Background: an optimization exercise with open tools, aiming at small area and a short achievable clock period. Do not read the settings as production practice. The RTL was checked by simulation tests, not by an equivalence proof against the original design. Power is estimated from default activity; no workload was simulated.

==> flow/design.v <==
module aoi222 (input a1, a2, b1, b2, c1, c2, output y);
    assign y = ~((a1 & a2) | (b1 & b2) | (c1 & c2));
endmodule
module aosel #(parameter N = 33) (input [N-1:0] s, input [N-1:0] d, output y);
    localparam G = N / 3;
    localparam R = N - 3 * G;
    wire [G:0] n;
    genvar g;
    generate
        for (g = 0; g < G; g = g + 1) begin : grp
            aoi222 u (.a1(s[3*g]), .a2(d[3*g]), .b1(s[3*g+1]), .b2(d[3*g+1]),
                      .c1(s[3*g+2]), .c2(d[3*g+2]), .y(n[g]));
        end
        if (R == 2) begin : r2
            assign n[G] = ~((s[N-2] & d[N-2]) | (s[N-1] & d[N-1]));
        end else if (R == 1) begin : r1
            assign n[G] = ~(s[N-1] & d[N-1]);
        end else begin : r0
            assign n[G] = 1'b1;
        end
    endgenerate
    assign y = ~&n;
endmodule
module aosel_e #(parameter N = 33) (input [N-1:0] s, input [N-1:0] d, input e, output y);
    localparam G = N / 3;
    localparam R = N - 3 * G;
    wire [G:0] n;
    genvar g;
    generate
        for (g = 0; g < G; g = g + 1) begin : grp
            aoi222 u (.a1(s[3*g]), .a2(d[3*g]), .b1(s[3*g+1]), .b2(d[3*g+1]),
                      .c1(s[3*g+2]), .c2(d[3*g+2]), .y(n[g]));
        end
        if (R == 2) begin : r2
            assign n[G] = ~((s[N-2] & d[N-2]) | (s[N-1] & d[N-1]));
        end else if (R == 1) begin : r1
            assign n[G] = ~(s[N-1] & d[N-1]);
        end else begin : r0
            assign n[G] = 1'b1;
        end
    endgenerate
    assign y = ~&{n, ~e};
endmodule
module pgb (input gh, ph, gl, pl, output g, p);
    assign g = gh | (ph & gl);
    assign p = ph & pl;
endmodule
module pgg (input gh, ph, gl, output g);
    assign g = gh | (ph & gl);
endmodule
module and2c (input a, b, output y);
    assign y = a & b;
endmodule
module pcnext (input [63:2] pc, input tk, input [12:0] off, output [63:2] pn);
    wire [12:0] ad = tk ? off : 13'd1;
    wire [13:0] lo = {1'b0, pc[14:2]} + {1'b0, ad};
    wire s  = tk & off[12];
    wire up = ~s & lo[13];           
    wire dn = s & ~lo[13];           
    wire [48:0] h = pc[63:15];
    wire [48:0] a, z;
    wire [6:0] ba, bz;
    wire [7:0] pa, pz;
    assign pa[0] = 1'b1;
    assign pz[0] = 1'b1;
    genvar k, j;
    generate
        for (k = 0; k < 7; k = k + 1) begin : blk
            wire [7:0] ca, cz;
            assign ca[0] = pa[k];
            assign cz[0] = pz[k];
            for (j = 0; j < 7; j = j + 1) begin : bt
                assign a[7*k+j] = ca[j];
                assign z[7*k+j] = cz[j];
                if (j < 6) begin : ch
                    and2c ua (.a(ca[j]), .b(h[7*k+j]), .y(ca[j+1]));
                    and2c uz (.a(cz[j]), .b(~h[7*k+j]), .y(cz[j+1]));
                end
            end
            assign ba[k] = &h[7*k+6:7*k];
            assign bz[k] = ~|h[7*k+6:7*k];
            and2c pua (.a(pa[k]), .b(ba[k]), .y(pa[k+1]));
            and2c puz (.a(pz[k]), .b(bz[k]), .y(pz[k+1]));
        end
    endgenerate
    wire [48:0] t = ({49{up}} & a) | ({49{dn}} & z);
    assign pn = {h ^ t, lo[12:0]};
endmodule
module ao4 (input s0, d0, s1, d1, s2, d2, s3, d3, output y);
    assign y = (s0 & d0) | (s1 & d1) | (s2 & d2) | (s3 & d3);
endmodule
module ao5 (input s0, d0, s1, d1, s2, d2, s3, d3, s4, d4, output y);
    assign y = (s0 & d0) | (s1 & d1) | (s2 & d2) | (s3 & d3) | (s4 & d4);
endmodule
module alu_pg (input [63:0] a, input [63:0] b, input sub, output [63:0] p, output [63:0] g);
    wire [63:0] bx = b ^ {64{sub}};
    assign p = a ^ bx;
    assign g = a & bx;
endmodule
module bk64 (input [63:0] p, input [63:0] g, input cin, output [63:0] c);
    wire [63:0] G [0:11];
    wire [63:0] P [0:11];
    pgg u0 (.gh(g[0]), .ph(p[0]), .gl(cin), .g(G[0][0]));
    assign P[0][0] = 1'b0;
    assign G[0][63:1] = g[63:1];
    assign P[0][63:1] = p[63:1];
    genvar l, i;
    generate
        for (l = 0; l < 6; l = l + 1) begin : up
            for (i = 0; i < 64; i = i + 1) begin : b
                if (((i + 1) % (2 << l)) == 0) begin : c
                    if (i == (2 << l) - 1) begin : gr
                        pgg u (.gh(G[l][i]), .ph(P[l][i]), .gl(G[l][i - (1 << l)]), .g(G[l+1][i]));
                        assign P[l+1][i] = 1'b0;
                    end else begin : bl
                        pgb u (.gh(G[l][i]), .ph(P[l][i]), .gl(G[l][i - (1 << l)]), .pl(P[l][i - (1 << l)]),
                               .g(G[l+1][i]), .p(P[l+1][i]));
                    end
                end else begin : w
                    assign G[l+1][i] = G[l][i];
                    assign P[l+1][i] = P[l][i];
                end
            end
        end
        for (l = 4; l >= 0; l = l - 1) begin : dn
            for (i = 0; i < 64; i = i + 1) begin : b
                if (((i + 1) % (2 << l)) == (1 << l) && i >= (2 << l)) begin : c
                    pgg u (.gh(G[10-l][i]), .ph(P[10-l][i]), .gl(G[10-l][i - (1 << l)]), .g(G[11-l][i]));
                    assign P[11-l][i] = 1'b0;
                end else begin : w
                    assign G[11-l][i] = G[10-l][i];
                    assign P[11-l][i] = P[10-l][i];
                end
            end
        end
    endgenerate
    assign c = G[11];
endmodule
module shr64 (input [63:0] x, input fill, input [5:0] sh, output [63:0] y);
    wire [3:0] d = {sh[1:0] == 2'd3, sh[1:0] == 2'd2, sh[1:0] == 2'd1, sh[1:0] == 2'd0};
    wire [3:0] e = {sh[3:2] == 2'd3, sh[3:2] == 2'd2, sh[3:2] == 2'd1, sh[3:2] == 2'd0};
    wire [3:0] f = {sh[5:4] == 2'd3, sh[5:4] == 2'd2, sh[5:4] == 2'd1, sh[5:4] == 2'd0};
    wire [66:0]  xe = {{3{fill}}, x};
    wire [63:0]  y1;
    wire [75:0]  y1e = {{12{fill}}, y1};
    wire [63:0]  y2;
    wire [111:0] y2e = {{48{fill}}, y2};
    genvar i;
    generate
        for (i = 0; i < 64; i = i + 1) begin : s
            ao4 u1 (.s0(d[0]), .d0(xe[i]),  .s1(d[1]), .d1(xe[i+1]),  .s2(d[2]), .d2(xe[i+2]),  .s3(d[3]), .d3(xe[i+3]),  .y(y1[i]));
            ao4 u2 (.s0(e[0]), .d0(y1e[i]), .s1(e[1]), .d1(y1e[i+4]), .s2(e[2]), .d2(y1e[i+8]), .s3(e[3]), .d3(y1e[i+12]), .y(y2[i]));
            ao4 u3 (.s0(f[0]), .d0(y2e[i]), .s1(f[1]), .d1(y2e[i+16]), .s2(f[2]), .d2(y2e[i+32]), .s3(f[3]), .d3(y2e[i+48]), .y(y[i]));
        end
    endgenerate
endmodule
module alu64 (
    input  [63:0] a,
    input  [63:0] b,
    input  [2:0]  op,
    output [63:0] y,
    output        eq
);
    wire sub   = (op == 3'd1);
    wire shl   = (op == 3'd5);
    wire s_sum = (op == 3'd0) | (op == 3'd1);
    wire s_g   = (op == 3'd2) | (op == 3'd3);
    wire s_p   = (op == 3'd3) | (op == 3'd4);
    wire s_shr = (op == 3'd6) | (op == 3'd7);
    wire fill  = (op == 3'd7) & a[63];
    wire [63:0] p, g, c;
    alu_pg upg (.a(a), .b(b), .sub(sub), .p(p), .g(g));
    bk64 ubk (.p(p), .g(g), .cin(sub), .c(c));
    wire [63:0] sum = p ^ {c[62:0], sub};
    assign eq = &p;
    reg [63:0] x;
    integer k;
    always @(*) begin
        for (k = 0; k < 64; k = k + 1)
            x[k] = shl ? a[63-k] : a[k];
    end
    wire [63:0] sr;
    shr64 ush (.x(x), .fill(fill), .sh(b[5:0]), .y(sr));
    genvar i;
    generate
        for (i = 0; i < 64; i = i + 1) begin : r
            ao5 u (.s0(s_sum), .d0(sum[i]), .s1(s_g), .d1(g[i]), .s2(s_p), .d2(p[i]),
                   .s3(s_shr), .d3(sr[i]), .s4(shl), .d4(sr[63-i]), .y(y[i]));
        end
    endgenerate
endmodule
module TopLevel (
    input clk,
    input reset,
    output wire [63:0] imem_addr,
    input [31:0] imem_data,
    output wire [63:0] final_rd
);
    reg  [63:2] pc;
    reg  [31:0] ifid_ir;           
    reg         ifid_v;
    reg  [31:12] idex_hi;          
    reg         idex_v;            
    reg         idex_r2;           
    reg         idex_imm, idex_u, idex_j;  
    reg         idex_fa, idex_fb;  
    reg  [4:0]  idex_e1, idex_e2;  
    reg  [2:0]  idex_op;
    reg         idex_nz, idex_st, idex_ld, idex_we, idex_br;
    reg  [4:0]  idex_rd;
    reg  [63:0] exm_alu;
    reg  [12:0] exm_off;
    reg         exm_nz, exm_tk, exm_ld, exm_we;
    reg  [4:0]  exm_rd;
    reg  [63:0] wbo;               
    reg  [63:0] rf [1:31];
    reg  [31:1] rv;
    reg  [63:0] dm [0:31];
    reg  [31:0] dv;
    assign imem_addr = {pc, 2'b00};
    assign final_rd  = wbo;
    wire taken = exm_tk;
    wire [31:0] ir  = ifid_ir;
    wire [6:0]  opc = ir[6:0];
    wire [4:0]  rs1 = ifid_v ? ir[19:15] : 5'd0;
    wire [4:0]  rs2 = ifid_v ? ir[24:20] : 5'd0;
    wire [4:0]  rdf = ir[11:7];
    wire isR   = ifid_v & (opc == 7'b0110011);
    wire isI   = ifid_v & (opc == 7'b0010011);
    wire isL   = ifid_v & (opc == 7'b0000011);
    wire isS   = ifid_v & (opc == 7'b0100011);
    wire isB   = ifid_v & (opc == 7'b1100011);
    wire isJ   = ifid_v & (opc == 7'b1101111);
    wire isJR  = ifid_v & (opc == 7'b1100111);
    wire isU   = ifid_v & ((opc == 7'b0110111) | (opc == 7'b0010111));
    wire d_we  = isR | isI | isL | isJ | isJR | isU;
    wire d_imm = isI | isL | isJ | isJR | isU;    
    wire [9:0] f73 = {ir[31:25], ir[14:12]};
    reg  [2:0] d_op;
    always @(*) begin
        if (isR) begin
            case (f73)
                10'b0000000_000: d_op = 3'd0;
                10'b0100000_000: d_op = 3'd1;
                10'b0000000_111: d_op = 3'd2;
                10'b0000000_110: d_op = 3'd3;
                10'b0000000_100: d_op = 3'd4;
                10'b0000000_001: d_op = 3'd5;
                10'b0000000_101: d_op = 3'd6;
                10'b0100000_101: d_op = 3'd7;
                default:         d_op = 3'd2;
            endcase
        end else if (isB)
            d_op = 3'd1;
        else
            d_op = 3'd0;
    end
    wire stall  = idex_ld & ((idex_rd == rs1) | (idex_rd == rs2));
    wire bubble = stall | taken;
    wire [4:0]  midx = exm_alu[7:3];
    wire [31:0] dsel;
    genvar gi, gb;
    generate
        for (gi = 0; gi < 32; gi = gi + 1) begin : dmd
            assign dsel[gi] = exm_ld & dv[gi] & (midx == gi);
        end
    endgenerate
    wire s_alu  = exm_nz & ~exm_ld;
    wire s_drst = exm_ld & ~dv[midx];
    wire [63:0] wbn;
    generate
        for (gb = 0; gb < 64; gb = gb + 1) begin : wbs
            wire [32:0] d;
            for (gi = 0; gi < 32; gi = gi + 1) begin : w
                assign d[gi] = dm[gi][gb];
            end
            assign d[32] = exm_alu[gb];
            if (gb < 5) begin : lo
                aosel_e #(33) u (.s({s_alu, dsel}), .d(d), .e(s_drst & midx[gb]), .y(wbn[gb]));
            end else begin : hi
                aosel #(33) u (.s({s_alu, dsel}), .d(d), .y(wbn[gb]));
            end
        end
    endgenerate
    wire w1  = exm_we & (exm_rd != 5'd0) & (exm_rd == rs1);
    wire w2  = exm_we & (exm_rd != 5'd0) & (exm_rd == rs2);
    wire m1  = idex_we & (idex_rd != 5'd0) & (idex_rd == rs1);
    wire m2  = idex_we & (idex_rd != 5'd0) & (idex_rd == rs2);
    wire fa  = m1 & ~(w1 & exm_ld);
    wire fb  = m2 & ~(w2 & exm_ld) & ~d_imm;
    function [4:0] rstv;
        input [4:0] a;
        rstv = (a == 5'd12) ? 5'd25 : a;
    endfunction
    wire rp1 = (rs1 != 5'd0) & (rv[rs1] | w1);
    wire rp2 = (rs2 != 5'd0) & (rv[rs2] | w2);
    wire [4:0] e1 = rp1 ? 5'd0 : rstv(rs1);
    wire [4:0] e2 = (rp2 | d_imm) ? 5'd0 : rstv(rs2);
    wire [4:0]  xrs1 = idex_hi[19:15];
    wire [4:0]  xrs2 = idex_hi[24:20];
    wire [31:0] immI = {{20{idex_hi[31]}}, idex_hi[31:20]};
    wire [31:0] immU = {idex_hi[31:12], 12'b0};
    wire [31:0] immJ = {{12{idex_hi[31]}}, idex_hi[19:12], idex_hi[20], idex_hi[30:21], 1'b0};
    wire [31:0] imm  = idex_u ? immU : idex_j ? immJ : immI;
    wire [63:0] immx = {{32{imm[31]}}, imm};
    wire [31:1] rsel1, rsel2;
    generate
        for (gi = 1; gi < 32; gi = gi + 1) begin : rsd
            assign rsel1[gi] = idex_v & rv[gi] & (xrs1 == gi);
            assign rsel2[gi] = idex_r2 & rv[gi] & (xrs2 == gi);
        end
    endgenerate
    wire [63:0] ra, rb;
    generate
        for (gb = 0; gb < 64; gb = gb + 1) begin : rds
            wire [30:0] d;
            for (gi = 1; gi < 32; gi = gi + 1) begin : w
                assign d[gi-1] = rf[gi][gb];
            end
            if (gb < 5) begin : lo
                aosel_e #(31) ua (.s(rsel1), .d(d), .e(idex_e1[gb]), .y(ra[gb]));
                aosel_e #(31) ub (.s(rsel2), .d(d),
                                  .e(idex_e2[gb] | (idex_imm & immx[gb])), .y(rb[gb]));
            end else begin : hi
                aosel #(31) ua (.s(rsel1), .d(d), .y(ra[gb]));
                aosel_e #(31) ub (.s(rsel2), .d(d), .e(idex_imm & immx[gb]), .y(rb[gb]));
            end
        end
    endgenerate
    wire [11:0] simm = {idex_hi[31:25], idex_rd};      
    wire [63:0] op1 = idex_fa ? exm_alu : ra;
    wire [63:0] fw2 = idex_fb ? exm_alu : rb;
    wire [63:0] sx   = {{52{simm[11]}}, simm};
    wire        o2_e = idex_fb & ~idex_st;
    wire        o2_r = ~idex_fb & ~idex_st;
    wire [63:0] op2  = ({64{o2_e}} & exm_alu) | ({64{o2_r}} & rb) | ({64{idex_st}} & sx);
    wire [12:0] boff = {idex_hi[31], idex_hi[31], idex_rd[0], idex_hi[30:25], idex_rd[4:1]} - 13'd3;
    wire [63:0] res;
    wire eq;
    alu64 alu (.a(op1), .b(op2), .op(idex_op), .y(res), .eq(eq));
    wire        st_en = idex_st & ~taken;
    wire [7:0]  sadr  = op1[7:0] + simm[7:0];    
    wire [4:0]  widx  = sadr[7:3];
    wire [31:0] dwen;
    generate
        for (gi = 0; gi < 32; gi = gi + 1) begin : dmw
            assign dwen[gi] = st_en & (widx == gi);
        end
    endgenerate
    wire [63:2] pc_next;
    pcnext upc (.pc(pc), .tk(taken), .off(exm_off), .pn(pc_next));
    always @(posedge clk or posedge reset) begin
        if (reset) begin
            pc <= 62'd0;
            ifid_v <= 1'b0;
            idex_nz <= 1'b0; idex_st <= 1'b0; idex_ld <= 1'b0; idex_we <= 1'b0; idex_br <= 1'b0;
            exm_nz <= 1'b0; exm_tk <= 1'b0; exm_ld <= 1'b0; exm_we <= 1'b0;
            wbo <= 64'd0;
            rv <= 31'd0;
            dv <= 32'd0;
        end else begin
            if (taken | ~stall)
                pc <= pc_next;
            if (taken)
                ifid_v <= 1'b0;
            else if (!stall)
                ifid_v <= 1'b1;
            idex_nz <= ~bubble;
            idex_st <= ~bubble & isS;
            idex_ld <= ~bubble & isL;
            idex_we <= ~bubble & d_we;
            idex_br <= ~bubble & isB;
            exm_nz <= ~taken & idex_nz;
            exm_tk <= ~taken & idex_br & eq;
            exm_ld <= ~taken & idex_ld;
            exm_we <= ~taken & idex_we;
            wbo <= wbn;
            if (exm_we && exm_rd != 5'd0) rv[exm_rd] <= 1'b1;
            if (st_en) dv[widx] <= 1'b1;
        end
    end
    always @(posedge clk) begin
        if (!stall)
            ifid_ir <= imem_data;
        idex_hi <= ir[31:12];
        idex_v  <= ifid_v;
        idex_r2 <= ifid_v & ~d_imm;
        idex_imm <= d_imm;
        idex_u  <= isU;
        idex_j  <= isJ;
        idex_fa <= fa;
        idex_fb <= fb;
        idex_e1 <= e1;
        idex_e2 <= e2;
        idex_op <= d_op;
        idex_rd <= rdf;
        exm_alu <= res;
        exm_off <= boff;
        exm_rd  <= idex_rd;
    end
    integer i;
    always @(posedge clk) begin
        for (i = 1; i < 32; i = i + 1)
            if (exm_we && exm_rd == i) rf[i] <= wbn;
        for (i = 0; i < 32; i = i + 1)
            if (dwen[i]) dm[i] <= fw2;
    end
endmodule
==> flow/flow/run.sh <==
#!/bin/bash
# Layout flow: the standard ORFS flow (standard.sh, standard synthesis included),
# changed only through ORFS's own hooks:
#  - the port buffers are buf_4 cells instead of the default delay buffer;
#  - before the standard repair_design, flow/pre_resize.tcl buffers the reset net
#    (the net that feeds the flip-flops' asynchronous reset pins) as a gain-based tree
#    and gives the flip-flops that drive output ports a stronger drive.
# The clock period and constraints are the design's (constraint.sdc, unchanged).
set -euo pipefail
W=$(pwd)
export BUFFER_PORTS_ARGS="-buffer_cell sky130_fd_sc_hd__buf_4"
export PRE_RESIZE_TCL="$W/flow/pre_resize.tcl"
export MAX_REPAIR_ANTENNAS_ITER_DRT=10
bash standard.sh > "$W/standard.log" 2>&1
==> flow/flow/pre_resize.tcl <==
# Runs before ORFS's repair_design (PRE_RESIZE_TCL hook).
set block [ord::get_db_block]

proc rst_loads {net} {
  set n 0
  foreach it [$net getITerms] {
    set m [[$it getMTerm] getName]
    if {$m eq "RESET_B" || $m eq "SET_B"} { incr n }
  }
  return $n
}

# 1. Reset net: take out the buffers placed on it so far, then buffer it as a
#    gain-based tree; every other net is left to the standard repair_design.
set roots {}
foreach net [$block getNets] {
  if {[rst_loads $net] > 20} { lappend roots $net }
}
set bufs {}
foreach net $roots {
  set drv [$net getFirstOutput]
  if {$drv eq "NULL"} continue
  set inst [$drv getInst]
  if {[string match *__buf_* [[$inst getMaster] getName]]} { lappend bufs [$inst getName] }
}
if {[llength $bufs] > 0} {
  puts "pre_resize: removing reset buffers: $bufs"
  foreach b $bufs { remove_buffers $b }
}
set rst {}
foreach net [$block getNets] {
  if {[rst_loads $net] > 20} { lappend rst $net }
}
puts "pre_resize: reset nets: [llength $rst]"
foreach net [$block getNets] { $net setDoNotTouch 1 }
foreach net $rst { $net setDoNotTouch 0 }
repair_design -buffer_gain 4.0 -verbose
foreach net [$block getNets] { $net setDoNotTouch 0 }

# 2. Flip-flops driving output ports (through their port buffer): drive strength 2.
set n 0
foreach port [$block getBTerms] {
  if {[$port getIoType] ne "OUTPUT"} continue
  set net [$port getNet]
  if {$net eq "NULL"} continue
  set drv [$net getFirstOutput]
  if {$drv eq "NULL"} continue
  set buf [$drv getInst]
  foreach it [$buf getITerms] {
    if {![$it isInputSignal]} continue
    set in [$it getNet]
    if {$in eq "NULL"} continue
    set src [$in getFirstOutput]
    if {$src eq "NULL"} continue
    set ff [$src getInst]
    set m [[$ff getMaster] getName]
    if {[regsub {__(df[a-z]+)_1$} $m {__\1_2} m2]} {
      replace_cell [$ff getName] $m2
      incr n
    }
  }
}
puts "pre_resize: upsized $n output flip-flops"
==> flow/standard.sh <==
#!/bin/bash
# synth_recipe.tcl (not shown) runs the flow's synth.tcl, then flattens the netlist and writes it again
# the make line also repeats each setting of config.mk as NAME=value (left out here)
make -C /OpenROAD-flow-scripts/flow DESIGN_CONFIG=/design/flow/config.mk WORK_HOME=/design/flow/orfs CLKGATE_MAP_FILE= SYNTH_SCRIPT=/design/flow/synth_recipe.tcl "${@:-finish}"
==> flow/config.mk <==
export PLATFORM = sky130hd
export DESIGN_NAME = TopLevel
export DESIGN_NICKNAME = TopLevel
export VERILOG_FILES = /design/flow/design.v
export SDC_FILE = /design/flow/constraint.sdc
export NUM_CORES = 8
export LEC_CHECK = 0
export CAP_MARGIN = 20
export CORE_MARGIN = 2
export CORE_UTILIZATION = 55
export CTS_CLUSTER_DIAMETER = 80
export CTS_CLUSTER_SIZE = 20
export PLACE_DENSITY = 0.65
export SLEW_MARGIN = 20
export SYNTH_HIERARCHICAL = 1
==> flow/constraint.sdc <==
create_clock -name core_clock -period 36.0 [get_ports {clk}]
set_input_delay 7.2000 -clock core_clock [delete_from_list [all_inputs] [get_ports {clk}]]
set_output_delay 7.2000 -clock core_clock [all_outputs]
set_load 0.01 [all_outputs]
==> flow_summary_export.csv <==
group,metric,value,unit
status,status,"finished clean",
floorplan,dieHeight,568,microns
power_and_ir_drop,fin_total_pwr,9.21,mW
global_route,grt_pass1_wl,919000,microns
floorplan,design.die.area,0.323,sq mm
critical_path,path_cells,"buf_4",
detailed_routing,wl_per_cell,45.2,microns
critical_path,cp-startpoint,"pc[41]",
sta,relSlewSlack,0.0697,
placement,hpwl,405000,microns
cells_and_area,fin_nets,10800,
power_and_ir_drop,power.switching,2.06,mW
global_route,antenna_found_initial,65,
global_route,grt_max_degree,71,
critical_path,crit-reg2reg-launch,"idex_hi[20]",
sta,worst-slew-pin-transition,1390,ps
power_and_ir_drop,clockPowerShare,0.343,
critical_path,slowest_delay,460,ps
critical_path,worstPathMaxFanout,7,
floorplan,die-width,568,microns
sta,rsz0062_at_grt,"false",
power_and_ir_drop,power_density,47.7,mW/mm^2
global_route,grtUsageTotal,0.408,
detailed_routing,drt_iter0_drc,33400,
power_and_ir_drop,seqPwrFrac,0.612,
floorplan,fp-row-count,207,
sta,finalMaxSlewViolations,0,
detailed_routing,dr_total_vias,124000,
cells_and_area,drive_gt1_frac,0.130,
run,maxCapViolations,0,
sta,fmax,114,MHz
sta,min_period,8760,ps
sta,whs,356,ps
placement,place_congestion,0.983,
cells_and_area,final_util,0.608,
power_and_ir_drop,p_comb_frac,0.046,
cts,cts_max_level,5,
placement,placed_area,0.185,sq mm
detailed_routing,firstDrtPassIters,15,
critical_path,cp-endpoint,"imem_addr[41]",
critical_path,required,28800,ps
sta,finalWorstSetupSlack,27240,ps
cells_and_area,stdcell_count,15100,
critical_path,crit_type,"reg2out",
detailed_routing,route.final.wire_length,680000,microns
sta,setup-tns-final,0,ps
cts,cts_root_buf,"clkbuf_16",
critical_path,path_delay_family,"flip-flops",
detailed_routing,drc,0,
placement,pre_cts_ws,27550,ps
yosys,yosys_warnings,11,
cts,clock-sinks,4390,
yosys,avgSynthCellArea,17.6,sq um
cts,cts.clk_slew.worst_paths,90,ps
detailed_routing,vias_per_cell,8.26,
floorplan,core,0.318,sq mm
cells_and_area,seq_area,0.130,sq mm
critical_path,rr_endpoint,"exm_alu[63]",
sta,hold_violations,0,
critical_path,end_kind,"output pin",
critical_path,cpMaxStageDelayCell,"dfrtp_2",
global_route,grt_overflow,0,
power_and_ir_drop,peakVddDrop,0.0499,mV
critical_path,reg2reg_slack,27290,ps
cells_and_area,postLayoutCellArea,0.193,sq mm
critical_path,crit_buf_inv,1,
critical_path,reg2reg_depth,26,
cts,post_cts_buffers,0,
cells_and_area,fillers,23200,
cts,cts_tree,"done",
cts,postCtsHoldBufs,0,
sta,min_period_over_period,0.243,
critical_path,start_kind,"flip-flop",
cts,worstSkewPairLatency,960,ps
floorplan,start_util,0.552,
cts,cts_resized,0,
sta,fin_skew,49.9,ps
yosys,synth_area,0.175,sq mm
cts,cts_inserted_buffers,269,
placement,port_buffers,159,
power_and_ir_drop,swShare,0.224,
min_path,hold_class,"reg2reg",
global_route,grt_pass1_vias,118000,
placement,dp.cells,14600,
power_and_ir_drop,p_int,7.15,mW
critical_path,cp_data_arrival_time,1560,ps
cells_and_area,syn_to_final_growth,10.1,%
power_and_ir_drop,power_leakage,68.0,nW
cts,clock_path_buffers,4,
floorplan,io_pins,162,
detailed_routing,postRouteAntennaNets,0,
yosys,syn_inst,9982,
critical_path,cp_num_cells,1,
cells_and_area,multi_input_area,0.0457,sq mm
sta,setup_viol,0,
## sequential cells by signal, indices dropped and copies added (netlist names), 3 cells and up
signal   flops
idex_e1      5
pc          62
dv          32
exm_alu     64
dm        2048
ifid_ir     32
rv          31
exm_rd       5
rf        1984
idex_hi     20
exm_off     13
idex_rd      5
wbo         64
idex_e2      5
idex_op      3
## metal layers
layer,up-vias,part of all wire,GRT usage
met5,-,0.00080,0
met4,34,0.062,0.214
met3,2396,0.16,0.130
met2,11900,0.45,0.626
met1,62500,0.33,0.521
li1,47500,-,-
## power by group through the flow
stage               registers, mW  logic (mW)  clock network [mW]
finish                       5.63       0.422                3.16
global route                 5.64       0.438                3.34
CTS                          5.63       0.404                3.16
detailed placement           5.75       0.404                   0
global placement             5.75       0.389                   0
floorplan                    5.73       0.206                   0
## cell type report
type / count / area share
Inverter: 75 / 0.00154
Tap cell: 4180 / 0.0271
Multi-Input combinational cell: 5398 / 0.237
Antenna cell: 66 / 0.000856
Clock inverter: 48 / 0.00313
Timing Repair Buffer: 510 / 0.0207
Sequential cell: 4390 / 0.672
Clock buffer: 388 / 0.0377
## cells in the final DEF, fill, tap and decap left out, drive strengths merged, types with 105 or more instances in the layout
cell and instances:
mux2 267, a222oi 2048, clkbuf 388, nand2 393, a2111o 128, and2 184
ha 106, inv 105, buf 510, nand4 416, dfxtp 127, a21o 153
dfrtp 199, and3 116, nor2 235, edfxtp 4064, a22oi 505, xor2 149
## worst min-delay path by stage
stage | start | endpoint | slack (ps) | depth (start not counted)
after floorplan | ifid_ir[7] | idex_rd[0] | 320 | 0
after global placement | ifid_ir[7] | idex_rd[0] | 330 | 0
after detailed placement | ifid_ir[7] | idex_rd[0] | 340 | 0
after CTS | ifid_ir[7] | idex_rd[0] | 360 | 0
after global routing | ifid_ir[7] | idex_rd[0] | 370 | 0
final | ifid_ir[7] | idex_rd[0] | 360 | 0

==> what the ideal ports hide <==
How much do the figures lean on ideal ports? The routed layout below was timed once more, with nothing changed but the port constraints.
Step 1 sets driving cells, clkbuf_16 on the clock port and buf_2 on the other inputs (assumed; they add their load-dependent delay and slew).
Step 2 times the ports against the registers' clock, not the clock port: input delays grow and output delays shrink by t, the midpoint of the rising clock arrivals with the driver on.
Slacks: no drivers / after step 1 / after step 2; pairs: no drivers / after step 1.
t (ns): 1.060
setup WS [ns]: 27.240 / 27.114 / 27.295
cell pins on the clock port's net: 1
After both steps this run still meets setup and hold. For this run, drivers alone change the setup slack by -0.126 ns; drivers and shift together by +0.055 ns.
